From an optimization exercise on the open Yosys and OpenROAD flow, aimed at small area, a short achievable clock period and few clock cycles per item; shortcuts taken in it are not production practice. Function not checked in this run: the RTL went through the layout flow alone. Power figures rest on the tool's default switching activity, not on a simulated workload.

==> design/flow/design.v <==
module booth_multiplier(
    input         clk,
    input         reset_n,
    input         op_start,
    input         op_clear,
    input  [31:0] multiplier,
    input  [31:0] multiplicand,
    output        op_done,
    output [63:0] result
);
  reg busy, done;
  reg [3:0] cnt;
  wire last = (cnt == 8);
  reg  [31:0] m_q;             
  reg  [31:0] lo_q;            
  reg  [31:0] s_q, c_q;       
  reg         bq;              
  reg         cy_q;            
  assign op_done = done;
  assign result  = {s_q[31:0], lo_q};
  wire [1:0] ng;
  wire [32:0] e0;
  wire one0 = lo_q[0] ^ bq;
  wire two0 = (lo_q[1] & ~lo_q[0] & ~bq) | (~lo_q[1] & lo_q[0] & bq);
  assign ng[0] = lo_q[1];
  wire [32:0] mg0 = ({33{one0}} & {m_q[31], m_q}) | ({33{two0}} & {m_q, 1'b0});
  wire [32:0] pp0 = mg0 ^ {33{ng[0]}};
  assign e0 = {~pp0[32], pp0[31:0]};
  wire [32:0] e1;
  wire one1 = lo_q[2] ^ lo_q[1];
  wire two1 = (lo_q[3] & ~lo_q[2] & ~lo_q[1]) | (~lo_q[3] & lo_q[2] & lo_q[1]);
  assign ng[1] = lo_q[3];
  wire [32:0] mg1 = ({33{one1}} & {m_q[31], m_q}) | ({33{two1}} & {m_q, 1'b0});
  wire [32:0] pp1 = mg1 ^ {33{ng[1]}};
  assign e1 = {~pp1[32], pp1[31:0]};
  wire fs1;
  wire fc2;
  wire hs3;
  wire hc4;
  wire fs5;
  wire fc6;
  wire hs7;
  wire hc8;
  wire fs9;
  wire fc10;
  wire fs11;
  wire fc12;
  wire hs13;
  wire hc14;
  wire fs15;
  wire fc16;
  wire fs17;
  wire fc18;
  wire hs19;
  wire hc20;
  wire fs21;
  wire fc22;
  wire fs23;
  wire fc24;
  wire hs25;
  wire hc26;
  wire fs27;
  wire fc28;
  wire fs29;
  wire fc30;
  wire hs31;
  wire hc32;
  wire fs33;
  wire fc34;
  wire fs35;
  wire fc36;
  wire hs37;
  wire hc38;
  wire fs39;
  wire fc40;
  wire fs41;
  wire fc42;
  wire hs43;
  wire hc44;
  wire fs45;
  wire fc46;
  wire fs47;
  wire fc48;
  wire hs49;
  wire hc50;
  wire fs51;
  wire fc52;
  wire fs53;
  wire fc54;
  wire hs55;
  wire hc56;
  wire fs57;
  wire fc58;
  wire fs59;
  wire fc60;
  wire hs61;
  wire hc62;
  wire fs63;
  wire fc64;
  wire fs65;
  wire fc66;
  wire hs67;
  wire hc68;
  wire fs69;
  wire fc70;
  wire fs71;
  wire fc72;
  wire hs73;
  wire hc74;
  wire fs75;
  wire fc76;
  wire fs77;
  wire fc78;
  wire hs79;
  wire hc80;
  wire fs81;
  wire fc82;
  wire fs83;
  wire fc84;
  wire hs85;
  wire hc86;
  wire fs87;
  wire fc88;
  wire fs89;
  wire fc90;
  wire hs91;
  wire hc92;
  wire fs93;
  wire fc94;
  wire fs95;
  wire fc96;
  wire hs97;
  wire hc98;
  wire fs99;
  wire fc100;
  wire fs101;
  wire fc102;
  wire hs103;
  wire hc104;
  wire fs105;
  wire fc106;
  wire fs107;
  wire fc108;
  wire hs109;
  wire hc110;
  wire fs111;
  wire fc112;
  wire fs113;
  wire fc114;
  wire hs115;
  wire hc116;
  wire fs117;
  wire fc118;
  wire fs119;
  wire fc120;
  wire hs121;
  wire hc122;
  wire fs123;
  wire fc124;
  wire fs125;
  wire fc126;
  wire hs127;
  wire hc128;
  wire fs129;
  wire fc130;
  wire fs131;
  wire fc132;
  wire hs133;
  wire hc134;
  wire fs135;
  wire fc136;
  wire fs137;
  wire fc138;
  wire hs139;
  wire hc140;
  wire fs141;
  wire fc142;
  wire fs143;
  wire fc144;
  wire hs145;
  wire hc146;
  wire fs147;
  wire fc148;
  wire fs149;
  wire fc150;
  wire hs151;
  wire hc152;
  wire fs153;
  wire fc154;
  wire fs155;
  wire fc156;
  wire hs157;
  wire hc158;
  wire fs159;
  wire fc160;
  wire fs161;
  wire fc162;
  wire hs163;
  wire hc164;
  wire fs165;
  wire fc166;
  wire fs167;
  wire fc168;
  wire hs169;
  wire hc170;
  wire fs171;
  wire fc172;
  wire fs173;
  wire fc174;
  wire hs175;
  wire hc176;
  wire fs177;
  wire fc178;
  wire fs179;
  wire fc180;
  wire hs181;
  wire hc182;
  wire fs183;
  wire fc184;
  wire fs185;
  wire fc186;
  wire hs187;
  wire hc188;
  wire fs189;
  wire fc190;
  wire hs191;
  wire hc192;
  wire hs193;
  wire hc194;
  assign fs1 = c_q[0] ^ cy_q ^ s_q[0];
  assign fc2 = (c_q[0] & cy_q) | (s_q[0] & (c_q[0] ^ cy_q));
  assign hs3 = ng[0] ^ fs1;
  assign hc4 = ng[0] & fs1;
  assign fs5 = c_q[1] ^ s_q[1] ^ fc2;
  assign fc6 = (c_q[1] & s_q[1]) | (fc2 & (c_q[1] ^ s_q[1]));
  assign hs7 = e0[1] ^ hc4;
  assign hc8 = e0[1] & hc4;
  assign fs9 = c_q[2] ^ s_q[2] ^ ng[1];
  assign fc10 = (c_q[2] & s_q[2]) | (ng[1] & (c_q[2] ^ s_q[2]));
  assign fs11 = e0[2] ^ e1[0] ^ fs9;
  assign fc12 = (e0[2] & e1[0]) | (fs9 & (e0[2] ^ e1[0]));
  assign hs13 = fc6 ^ hc8;
  assign hc14 = fc6 & hc8;
  assign fs15 = c_q[3] ^ s_q[3] ^ e0[3];
  assign fc16 = (c_q[3] & s_q[3]) | (e0[3] & (c_q[3] ^ s_q[3]));
  assign fs17 = e1[1] ^ fc10 ^ fs15;
  assign fc18 = (e1[1] & fc10) | (fs15 & (e1[1] ^ fc10));
  assign hs19 = fc12 ^ hc14;
  assign hc20 = fc12 & hc14;
  assign fs21 = c_q[4] ^ s_q[4] ^ e0[4];
  assign fc22 = (c_q[4] & s_q[4]) | (e0[4] & (c_q[4] ^ s_q[4]));
  assign fs23 = e1[2] ^ fc16 ^ fs21;
  assign fc24 = (e1[2] & fc16) | (fs21 & (e1[2] ^ fc16));
  assign hs25 = fc18 ^ hc20;
  assign hc26 = fc18 & hc20;
  assign fs27 = c_q[5] ^ s_q[5] ^ e0[5];
  assign fc28 = (c_q[5] & s_q[5]) | (e0[5] & (c_q[5] ^ s_q[5]));
  assign fs29 = e1[3] ^ fc22 ^ fs27;
  assign fc30 = (e1[3] & fc22) | (fs27 & (e1[3] ^ fc22));
  assign hs31 = fc24 ^ fs29;
  assign hc32 = fc24 & fs29;
  assign fs33 = c_q[6] ^ s_q[6] ^ e0[6];
  assign fc34 = (c_q[6] & s_q[6]) | (e0[6] & (c_q[6] ^ s_q[6]));
  assign fs35 = e1[4] ^ fc28 ^ fs33;
  assign fc36 = (e1[4] & fc28) | (fs33 & (e1[4] ^ fc28));
  assign hs37 = fc30 ^ fs35;
  assign hc38 = fc30 & fs35;
  assign fs39 = c_q[7] ^ s_q[7] ^ e0[7];
  assign fc40 = (c_q[7] & s_q[7]) | (e0[7] & (c_q[7] ^ s_q[7]));
  assign fs41 = e1[5] ^ fc34 ^ fs39;
  assign fc42 = (e1[5] & fc34) | (fs39 & (e1[5] ^ fc34));
  assign hs43 = fc36 ^ fs41;
  assign hc44 = fc36 & fs41;
  assign fs45 = c_q[8] ^ s_q[8] ^ e0[8];
  assign fc46 = (c_q[8] & s_q[8]) | (e0[8] & (c_q[8] ^ s_q[8]));
  assign fs47 = e1[6] ^ fc40 ^ fs45;
  assign fc48 = (e1[6] & fc40) | (fs45 & (e1[6] ^ fc40));
  assign hs49 = fc42 ^ fs47;
  assign hc50 = fc42 & fs47;
  assign fs51 = c_q[9] ^ s_q[9] ^ e0[9];
  assign fc52 = (c_q[9] & s_q[9]) | (e0[9] & (c_q[9] ^ s_q[9]));
  assign fs53 = e1[7] ^ fc46 ^ fs51;
  assign fc54 = (e1[7] & fc46) | (fs51 & (e1[7] ^ fc46));
  assign hs55 = fc48 ^ fs53;
  assign hc56 = fc48 & fs53;
  assign fs57 = c_q[10] ^ s_q[10] ^ e0[10];
  assign fc58 = (c_q[10] & s_q[10]) | (e0[10] & (c_q[10] ^ s_q[10]));
  assign fs59 = e1[8] ^ fc52 ^ fs57;
  assign fc60 = (e1[8] & fc52) | (fs57 & (e1[8] ^ fc52));
  assign hs61 = fc54 ^ fs59;
  assign hc62 = fc54 & fs59;
  assign fs63 = c_q[11] ^ s_q[11] ^ e0[11];
  assign fc64 = (c_q[11] & s_q[11]) | (e0[11] & (c_q[11] ^ s_q[11]));
  assign fs65 = e1[9] ^ fc58 ^ fs63;
  assign fc66 = (e1[9] & fc58) | (fs63 & (e1[9] ^ fc58));
  assign hs67 = fc60 ^ fs65;
  assign hc68 = fc60 & fs65;
  assign fs69 = c_q[12] ^ s_q[12] ^ e0[12];
  assign fc70 = (c_q[12] & s_q[12]) | (e0[12] & (c_q[12] ^ s_q[12]));
  assign fs71 = e1[10] ^ fc64 ^ fs69;
  assign fc72 = (e1[10] & fc64) | (fs69 & (e1[10] ^ fc64));
  assign hs73 = fc66 ^ fs71;
  assign hc74 = fc66 & fs71;
  assign fs75 = c_q[13] ^ s_q[13] ^ e0[13];
  assign fc76 = (c_q[13] & s_q[13]) | (e0[13] & (c_q[13] ^ s_q[13]));
  assign fs77 = e1[11] ^ fc70 ^ fs75;
  assign fc78 = (e1[11] & fc70) | (fs75 & (e1[11] ^ fc70));
  assign hs79 = fc72 ^ fs77;
  assign hc80 = fc72 & fs77;
  assign fs81 = c_q[14] ^ s_q[14] ^ e0[14];
  assign fc82 = (c_q[14] & s_q[14]) | (e0[14] & (c_q[14] ^ s_q[14]));
  assign fs83 = e1[12] ^ fc76 ^ fs81;
  assign fc84 = (e1[12] & fc76) | (fs81 & (e1[12] ^ fc76));
  assign hs85 = fc78 ^ fs83;
  assign hc86 = fc78 & fs83;
  assign fs87 = c_q[15] ^ s_q[15] ^ e0[15];
  assign fc88 = (c_q[15] & s_q[15]) | (e0[15] & (c_q[15] ^ s_q[15]));
  assign fs89 = e1[13] ^ fc82 ^ fs87;
  assign fc90 = (e1[13] & fc82) | (fs87 & (e1[13] ^ fc82));
  assign hs91 = fc84 ^ fs89;
  assign hc92 = fc84 & fs89;
  assign fs93 = c_q[16] ^ s_q[16] ^ e0[16];
  assign fc94 = (c_q[16] & s_q[16]) | (e0[16] & (c_q[16] ^ s_q[16]));
  assign fs95 = e1[14] ^ fc88 ^ fs93;
  assign fc96 = (e1[14] & fc88) | (fs93 & (e1[14] ^ fc88));
  assign hs97 = fc90 ^ fs95;
  assign hc98 = fc90 & fs95;
  assign fs99 = c_q[17] ^ s_q[17] ^ e0[17];
  assign fc100 = (c_q[17] & s_q[17]) | (e0[17] & (c_q[17] ^ s_q[17]));
  assign fs101 = e1[15] ^ fc94 ^ fs99;
  assign fc102 = (e1[15] & fc94) | (fs99 & (e1[15] ^ fc94));
  assign hs103 = fc96 ^ fs101;
  assign hc104 = fc96 & fs101;
  assign fs105 = c_q[18] ^ s_q[18] ^ e0[18];
  assign fc106 = (c_q[18] & s_q[18]) | (e0[18] & (c_q[18] ^ s_q[18]));
  assign fs107 = e1[16] ^ fc100 ^ fs105;
  assign fc108 = (e1[16] & fc100) | (fs105 & (e1[16] ^ fc100));
  assign hs109 = fc102 ^ fs107;
  assign hc110 = fc102 & fs107;
  assign fs111 = c_q[19] ^ s_q[19] ^ e0[19];
  assign fc112 = (c_q[19] & s_q[19]) | (e0[19] & (c_q[19] ^ s_q[19]));
  assign fs113 = e1[17] ^ fc106 ^ fs111;
  assign fc114 = (e1[17] & fc106) | (fs111 & (e1[17] ^ fc106));
  assign hs115 = fc108 ^ fs113;
  assign hc116 = fc108 & fs113;
  assign fs117 = c_q[20] ^ s_q[20] ^ e0[20];
  assign fc118 = (c_q[20] & s_q[20]) | (e0[20] & (c_q[20] ^ s_q[20]));
  assign fs119 = e1[18] ^ fc112 ^ fs117;
  assign fc120 = (e1[18] & fc112) | (fs117 & (e1[18] ^ fc112));
  assign hs121 = fc114 ^ fs119;
  assign hc122 = fc114 & fs119;
  assign fs123 = c_q[21] ^ s_q[21] ^ e0[21];
  assign fc124 = (c_q[21] & s_q[21]) | (e0[21] & (c_q[21] ^ s_q[21]));
  assign fs125 = e1[19] ^ fc118 ^ fs123;
  assign fc126 = (e1[19] & fc118) | (fs123 & (e1[19] ^ fc118));
  assign hs127 = fc120 ^ fs125;
  assign hc128 = fc120 & fs125;
  assign fs129 = c_q[22] ^ s_q[22] ^ e0[22];
  assign fc130 = (c_q[22] & s_q[22]) | (e0[22] & (c_q[22] ^ s_q[22]));
  assign fs131 = e1[20] ^ fc124 ^ fs129;
  assign fc132 = (e1[20] & fc124) | (fs129 & (e1[20] ^ fc124));
  assign hs133 = fc126 ^ fs131;
  assign hc134 = fc126 & fs131;
  assign fs135 = c_q[23] ^ s_q[23] ^ e0[23];
  assign fc136 = (c_q[23] & s_q[23]) | (e0[23] & (c_q[23] ^ s_q[23]));
  assign fs137 = e1[21] ^ fc130 ^ fs135;
  assign fc138 = (e1[21] & fc130) | (fs135 & (e1[21] ^ fc130));
  assign hs139 = fc132 ^ fs137;
  assign hc140 = fc132 & fs137;
  assign fs141 = c_q[24] ^ s_q[24] ^ e0[24];
  assign fc142 = (c_q[24] & s_q[24]) | (e0[24] & (c_q[24] ^ s_q[24]));
  assign fs143 = e1[22] ^ fc136 ^ fs141;
  assign fc144 = (e1[22] & fc136) | (fs141 & (e1[22] ^ fc136));
  assign hs145 = fc138 ^ fs143;
  assign hc146 = fc138 & fs143;
  assign fs147 = c_q[25] ^ s_q[25] ^ e0[25];
  assign fc148 = (c_q[25] & s_q[25]) | (e0[25] & (c_q[25] ^ s_q[25]));
  assign fs149 = e1[23] ^ fc142 ^ fs147;
  assign fc150 = (e1[23] & fc142) | (fs147 & (e1[23] ^ fc142));
  assign hs151 = fc144 ^ fs149;
  assign hc152 = fc144 & fs149;
  assign fs153 = c_q[26] ^ s_q[26] ^ e0[26];
  assign fc154 = (c_q[26] & s_q[26]) | (e0[26] & (c_q[26] ^ s_q[26]));
  assign fs155 = e1[24] ^ fc148 ^ fs153;
  assign fc156 = (e1[24] & fc148) | (fs153 & (e1[24] ^ fc148));
  assign hs157 = fc150 ^ fs155;
  assign hc158 = fc150 & fs155;
  assign fs159 = c_q[27] ^ s_q[27] ^ e0[27];
  assign fc160 = (c_q[27] & s_q[27]) | (e0[27] & (c_q[27] ^ s_q[27]));
  assign fs161 = e1[25] ^ fc154 ^ fs159;
  assign fc162 = (e1[25] & fc154) | (fs159 & (e1[25] ^ fc154));
  assign hs163 = fc156 ^ fs161;
  assign hc164 = fc156 & fs161;
  assign fs165 = c_q[28] ^ s_q[28] ^ e0[28];
  assign fc166 = (c_q[28] & s_q[28]) | (e0[28] & (c_q[28] ^ s_q[28]));
  assign fs167 = e1[26] ^ fc160 ^ fs165;
  assign fc168 = (e1[26] & fc160) | (fs165 & (e1[26] ^ fc160));
  assign hs169 = fc162 ^ fs167;
  assign hc170 = fc162 & fs167;
  assign fs171 = c_q[29] ^ s_q[29] ^ e0[29];
  assign fc172 = (c_q[29] & s_q[29]) | (e0[29] & (c_q[29] ^ s_q[29]));
  assign fs173 = e1[27] ^ fc166 ^ fs171;
  assign fc174 = (e1[27] & fc166) | (fs171 & (e1[27] ^ fc166));
  assign hs175 = fc168 ^ fs173;
  assign hc176 = fc168 & fs173;
  assign fs177 = c_q[30] ^ s_q[30] ^ e0[30];
  assign fc178 = (c_q[30] & s_q[30]) | (e0[30] & (c_q[30] ^ s_q[30]));
  assign fs179 = e1[28] ^ fc172 ^ fs177;
  assign fc180 = (e1[28] & fc172) | (fs177 & (e1[28] ^ fc172));
  assign hs181 = fc174 ^ fs179;
  assign hc182 = fc174 & fs179;
  assign fs183 = c_q[31] ^ s_q[31] ^ e0[31];
  assign fc184 = (c_q[31] & s_q[31]) | (e0[31] & (c_q[31] ^ s_q[31]));
  assign fs185 = e1[29] ^ fc178 ^ fs183;
  assign fc186 = (e1[29] & fc178) | (fs183 & (e1[29] ^ fc178));
  assign hs187 = fc180 ^ fs185;
  assign hc188 = fc180 & fs185;
  assign fs189 = e0[32] ^ e1[30] ^ fc184;
  assign fc190 = (e0[32] & e1[30]) | (fc184 & (e0[32] ^ e1[30]));
  assign hs191 = fs189 ^ fc186;
  assign hc192 = fs189 & fc186;
  assign hs193 = e1[31] ^ fc190;
  assign hc194 = e1[31] & fc190;
  wire [35:0] sn = {1'b0, e1[32], hc192, hc188, hc182, hc176, hc170, hc164, hc158, hc152, hc146, hc140, hc134, hc128, hc122, hc116, hc110, hc104, hc98, hc92, hc86, hc80, hc74, hc68, hc62, hc56, hc50, hc44, hc38, hc32, hc26, fs23, fs17, fs11, fs5, e0[0]};
  wire [35:0] cn = {1'b0, hc194, hs193, hs191, hs187, hs181, hs175, hs169, hs163, hs157, hs151, hs145, hs139, hs133, hs127, hs121, hs115, hs109, hs103, hs97, hs91, hs85, hs79, hs73, hs67, hs61, hs55, hs49, hs43, hs37, hs31, hs25, hs19, hs13, hs7, hs3};
  wire [4:0] lowsum = sn[3:0] + cn[3:0];
  wire [31:0] hi = s_q[31:0] + c_q[31:0] + 32'hAAAAAAAB + {31'b0, cy_q};
  always @(posedge clk or negedge reset_n) begin
    if (!reset_n) begin
      busy <= 1'b0;
      done <= 1'b0;
    end else if (op_clear) begin
      busy <= 1'b0;
      done <= 1'b0;
    end else if (!busy && !done) begin
      busy <= op_start;
    end else if (busy && last) begin
      busy <= 1'b0;
      done <= 1'b1;
    end
  end
  always @(posedge clk) begin
    if (!busy) begin
      cnt <= 0;
    end else begin
      cnt <= cnt + 1'b1;
    end
    if (!busy && !done) begin
      m_q  <= multiplicand;
      lo_q <= multiplier;
      s_q  <= 0;
      c_q  <= 0;
      bq   <= 1'b0;
      cy_q <= 1'b0;
    end else if (busy && !last) begin
      lo_q <= {lowsum[3:0], lo_q[31:4]};
      bq   <= lo_q[3];
      cy_q <= lowsum[4];
      s_q  <= sn[35:4];
      c_q  <= cn[35:4];
    end else if (busy) begin
      s_q  <= hi;
    end
  end
endmodule
==> design/flow/run.sh <==
#!/bin/bash
# synth_recipe.tcl (not shown) runs the flow's synth.tcl, then flattens the netlist and writes it again
# the make line also repeats each setting of config.mk as NAME=value (left out here)
make -C /OpenROAD-flow-scripts/flow DESIGN_CONFIG=/design/flow/config.mk WORK_HOME=/design/flow/orfs CLKGATE_MAP_FILE= SYNTH_SCRIPT=/design/flow/synth_recipe.tcl finish
==> design/flow/config.mk <==
export PLATFORM = sky130hd
export DESIGN_NAME = booth_multiplier
export DESIGN_NICKNAME = booth_multiplier
export VERILOG_FILES = /design/flow/design.v
export SDC_FILE = /design/flow/constraint.sdc
export NUM_CORES = 4
export LEC_CHECK = 0
export CAP_MARGIN = 20
export CORE_MARGIN = 2
export CORE_UTILIZATION = 40
export PLACE_DENSITY = 0.6
export SLEW_MARGIN = 20
==> design/flow/constraint.sdc <==
create_clock -name core_clock -period 5.0 [get_ports {clk}]
set_input_delay 1.0000 -clock core_clock [delete_from_list [all_inputs] [get_ports {clk}]]
set_output_delay 1.0000 -clock core_clock [all_outputs]
set_load 0.01 [all_outputs]
==> results.env <==
NNETSFINAL=1787
IRDROPWORSTVDD_uV=282
MAXCAPVIOLATIONS=0
YOSYS_TOP_CELL_BY_AREA='sky130_fd_sc_hd__edfxtp_1'
GRT-OVFL-TOTAL=0
CP_TOP_FAMILY='adder cells'
P_INT_mW=3.73
GRT_START_MAX_NET_PINS=150
PATH_CLASS='flop to flop'
FLOORPLAN.INITIALDENSITY_PCT=40.9
CLOCK-SKEW-FINAL_PS=7.91
START_KIND='flop'
DRT_WL_TOTAL_UM=34900
SYN-NUM-NETS=1742
CLKPWRFRAC_PCT=19.3
OUTCOME='finished clean'
CLOCK_TREE.HTREE_LEVEL_COUNT=4
MIN_PATH_TYPE='flop to flop'
SWSHARE_PCT=44.8
POST_DRT_VIA_CELL_RATIO=5.47
LAYOUT_FILLERS=2939
CTS_SINKS=135
PLACE.DETAILED.INSTANCES=1926
FINALPOWER_mW=6.76
DRC=0
CLOCKROOTBUFFER='sky130_fd_sc_hd__clkbuf_16'
WORST-PATH-BUF-INV=3
CTS.CLK_SLEW.WORST_PATHS_PS=60
POSTCTSRESIZEDCELLS=0
CRITICAL_PATH.MAX_STAGE_DELAY_PS=680
ANTENNA_CELLS_INSERTED=0
SETUP-TNS-FINAL_PS=0
TIMING.FINAL.CRIT_PERIOD_PS=3720
FINAL_CELL_MIX='sky130_fd_sc_hd__nand2_1, sky130_fd_sc_hd__inv_1, sky130_fd_sc_hd__clkdlybuf4s50_1'
VIA_COUNT=10700
CORE_AREA_MM2=0.0298
SYNTH-SEQ-AREA-SHARE_PCT=27.5
CRIT_REQUIRED_PS=5290
TOTAL_LEAKAGE_POWER_nW=6.21
CTS_TREE='yes'
CRITICAL_PATH_ARRIVAL_PS=4010
AVGSYNTHCELLAREA_UM2=8.08
LAYOUT_SETUP_WS_PS=1280
CELLS_TRAVERSED_ALONG_THE_WORST_TIMING_PATH='and2_0 > buf_4 > a21oi_1 > o22ai_1 > a21oi_1 > fa_1 > inv_1 > fa_1 > inv_1 > ha_1 > a22oi_1 > o21ai_0'
POST_SYNTHESIS_CELL_AREA_MM2=0.0122
POST_LAYOUT_INSTANCE_AREA_MM2=0.0143
WORST-PATH-MAX-FANOUT=23
FINALNONFILLERCELLS=1958
DIE-WIDTH_UM=179
WORST-SLEW-PIN-TRANSITION_PS=1080
GRT_USE_TOTAL_PCT=22.7
POWER_DENSITY_OF_THE_PLACED_CELLS_mW_PER_MM2=472
MAXSLEWHEADROOM_PCT=28.2
SYNTHDISTINCTLIBCELLS=62
YS_FF_LATCH=135
FINAL_WEIGHTED_CONGESTION_IN_ROUTABILITY_DRIVEN_PLACEMENT=0.857
DRT_PASS1_ITERATIONS=5
COMBINATIONALPOWERSHARE_PCT=56.3
GRT_FIRST_PASS_WIRELENGTH_UM=56100
SHARE_SEQ_OF_TOTAL_POWER_PCT=24.4
SUM_OF_NET_HALF_PERIMETERS_AFTER_DETAILED_PLACEMENT_UM=26000
PRE_CTS_WS_PS=1340
CORE.ROWCOUNT=63
POST-SYNTH-TOP-AREA-FRACTION_PCT=15.8
MOSTFREQUENTLAYOUTCELL='sky130_fd_sc_hd__nand2_1'
DIE_H_UM=179
PLACEDINSTANCEAREA_MM2=0.0137
GRT_PASS1_VIAS=10700
AREA.GROWTH.SYNTH_TO_FINAL_PCT=17.3
SYNTH.TOP_CELLS.BY_AREA='sky130_fd_sc_hd__edfxtp_1, sky130_fd_sc_hd__dfxtp_1, sky130_fd_sc_hd__fa_1'
GRT_ANTENNA_BEFORE_REPAIR=1
POST_ROUTE_CELLS_DRIVE_ABOVE_1_SHARE_PCT=4.53
PORT_BUFFERS=132
FINALCRITPERIODSHARE_PCT=74.3
MAX_FREQ_MHz=269
SLOWEST_CELL_ON_CRIT_PATH='sky130_fd_sc_hd__edfxtp_1'
DIE_AR_MM2=0.0319
AVGROUTEDWIREPERCELL_UM=17.8
ENDPOINT_KIND='flop'
DRTANTENNAVIOLNETS=0
CLOCK_PATH_BUFFERS=2
ASYNC_RESET_FF_SHARE_PCT=1.48
RSZ0062_AT_GRT='no'
TIMING_MAX_TRANSITION_VIOLATIONS_FINAL=0
FINALSETUPVIOLATIONS=0
HOLD_BUF_CTS=0
YS_DOMINANT_REG_CELL='sky130_fd_sc_hd__dfxtp_1'
CLOCK_INSERTION_DELAY_WORST_SKEW_PS=440
I_O_PIN_CNT=133
SYNTH_EDF_COUNT=64
SWITCHINGPOWER_mW=3.02
TRITONCTS.NUM_BUFFERS=17
POSTSYNTHCELLCOUNT=1510
DR.FIRST_ITER.DRC_COUNT=810
HOLD_VIOL_FINAL=0
YOSYS_WARNINGS=1
POST_CTS.REPAIR.SETUP_BUFFERS=0
==> cell usage after synthesis, drive strengths merged, types with 6 or more instances <==
library cell and instances:
maj3 34, nand2 223, o31ai 50, fa 64, edfxtp 64, and2 8, a21oi 126, a22o 9
a21o 16, a31oi 6, xor2 12, ha 100, o21bai 8, dfxtp 69, clkbuf 108, o22ai 62
nand3 24, nand2b 6, buf 17, nand4 6, inv 202, nor2 56, nor2b 35, a211oi 6
xnor2 24, o21ai 83, a22oi 43
==> kinds of logic after synthesis <==
logic type               after synthesis  synth area share, %
adder cells (fa/ha/maj)              198                 23.6
AO/OA/AOI/OAI                        432                 22.5
buffers and inverters                328                 10.1
AND/OR/NAND/NOR                      377                 13.5
multiplexers                           4                0.328
XOR/XNOR                              36                 2.58
flip-flops                           135                 27.5
==> flip-flops by register name, summed over array words and instances, names as in the netlist <==
| register | count |
|---|---|
| s_q | 32 |
| done | 1 |
| cnt | 4 |
| c_q | 31 |
| busy | 1 |
| lo_q | 32 |
| cy_q | 1 |
| bq | 1 |
| m_q | 32 |
==> through the flow <==
| step | hold slack, ps | util (%) |
|---|---|---|
| after floorplan | 437 | - |
| after global placement | 454 | 46.0 |
| after detailed placement | 463 | 46.0 |
| after CTS | 482 | 48.0 |
| after global routing | 502 | 48.0 |
| final | 473 | 48.0 |
==> final cells by class <==
| class | count | area, µm² | area share, % |
|---|---|---|---|
| Multi-Input combinational cell | 1047 | 7620 | 53.2 |
| Timing Repair Buffer | 151 | 1490 | 10.4 |
| Inverter | 203 | 763 | 5.33 |
| Clock buffer | 17 | 425 | 2.97 |
| Clock inverter | 15 | 169 | 1.18 |
| Tap cell | 390 | 488 | 3.41 |
| Sequential cell | 135 | 3350 | 23.4 |
==> power by group through the flow <==
stage	clock [mW]	combinational [mW]	sequential [mW]
4_1_cts	1.33	3.84	1.65
3_5_place_dp	0	3.80	1.67
6_report	1.30	3.81	1.65
3_3_place_gp	0	3.75	1.67
2_1_floorplan	0	2.73	1.58
5_1_grt	1.37	4.40	1.68
==> path summary, 6_finish.rpt <==
path,end,slack (ps),depth (start not counted),startpoint
worst max-delay path,s_q[26]$_SDFFE_PP0P_,1280,12,lo_q[1]$_DFFE_PP_
worst min-delay path,cnt[0]$_SDFF_PN0_,470,1,cnt[0]$_SDFF_PN0_
worst max register to register,s_q[26]$_SDFFE_PP0P_,1280,12,lo_q[1]$_DFFE_PP_
worst min register to register,cnt[0]$_SDFF_PN0_,470,1,cnt[0]$_SDFF_PN0_
max in group asynchronous,done$_DFFE_PN0P_,4160,1,reset_n
min in group asynchronous,busy$_DFFE_PN0P_,720,1,reset_n
==> metal layers <==
metal	GRT usage (%)	routed length, µm	share of wire, %
met3	4.18	1520	4.4
met1	27.1	14700	42
met5	0	0	0
met2	40.7	17700	51
met4	7.83	936	2.7

[port drivers added, routing unchanged]
In the flow no input, the clock included, has a driving cell. The finished layout below was timed again as built, in two steps. Step 1 (the two cells are an assumption about what drives the block):
set clk [get_ports {clk}]
set_driving_cell -lib_cell sky130_fd_sc_hd__clkbuf_16 $clk
set_driving_cell -lib_cell sky130_fd_sc_hd__buf_2 [delete_from_list [all_inputs] $clk]
Step 2 also shifts input and output timing later by t, the mid clock arrival at the registers, as if the neighbouring blocks saw the same clock. Three values: ideal, step 1, step 2; two values: the first two.
t, ns: 0.485
setup slack, ns: 1.283 / 1.283 / 1.283
worst hold slack (ns): 0.473 / 0.473 / 0.473
worst setup path after step 2: register to register
After both steps this run still meets setup and hold. The setup slack of this run moves by 0.000 ns with the drivers and by 0.000 ns with both steps.
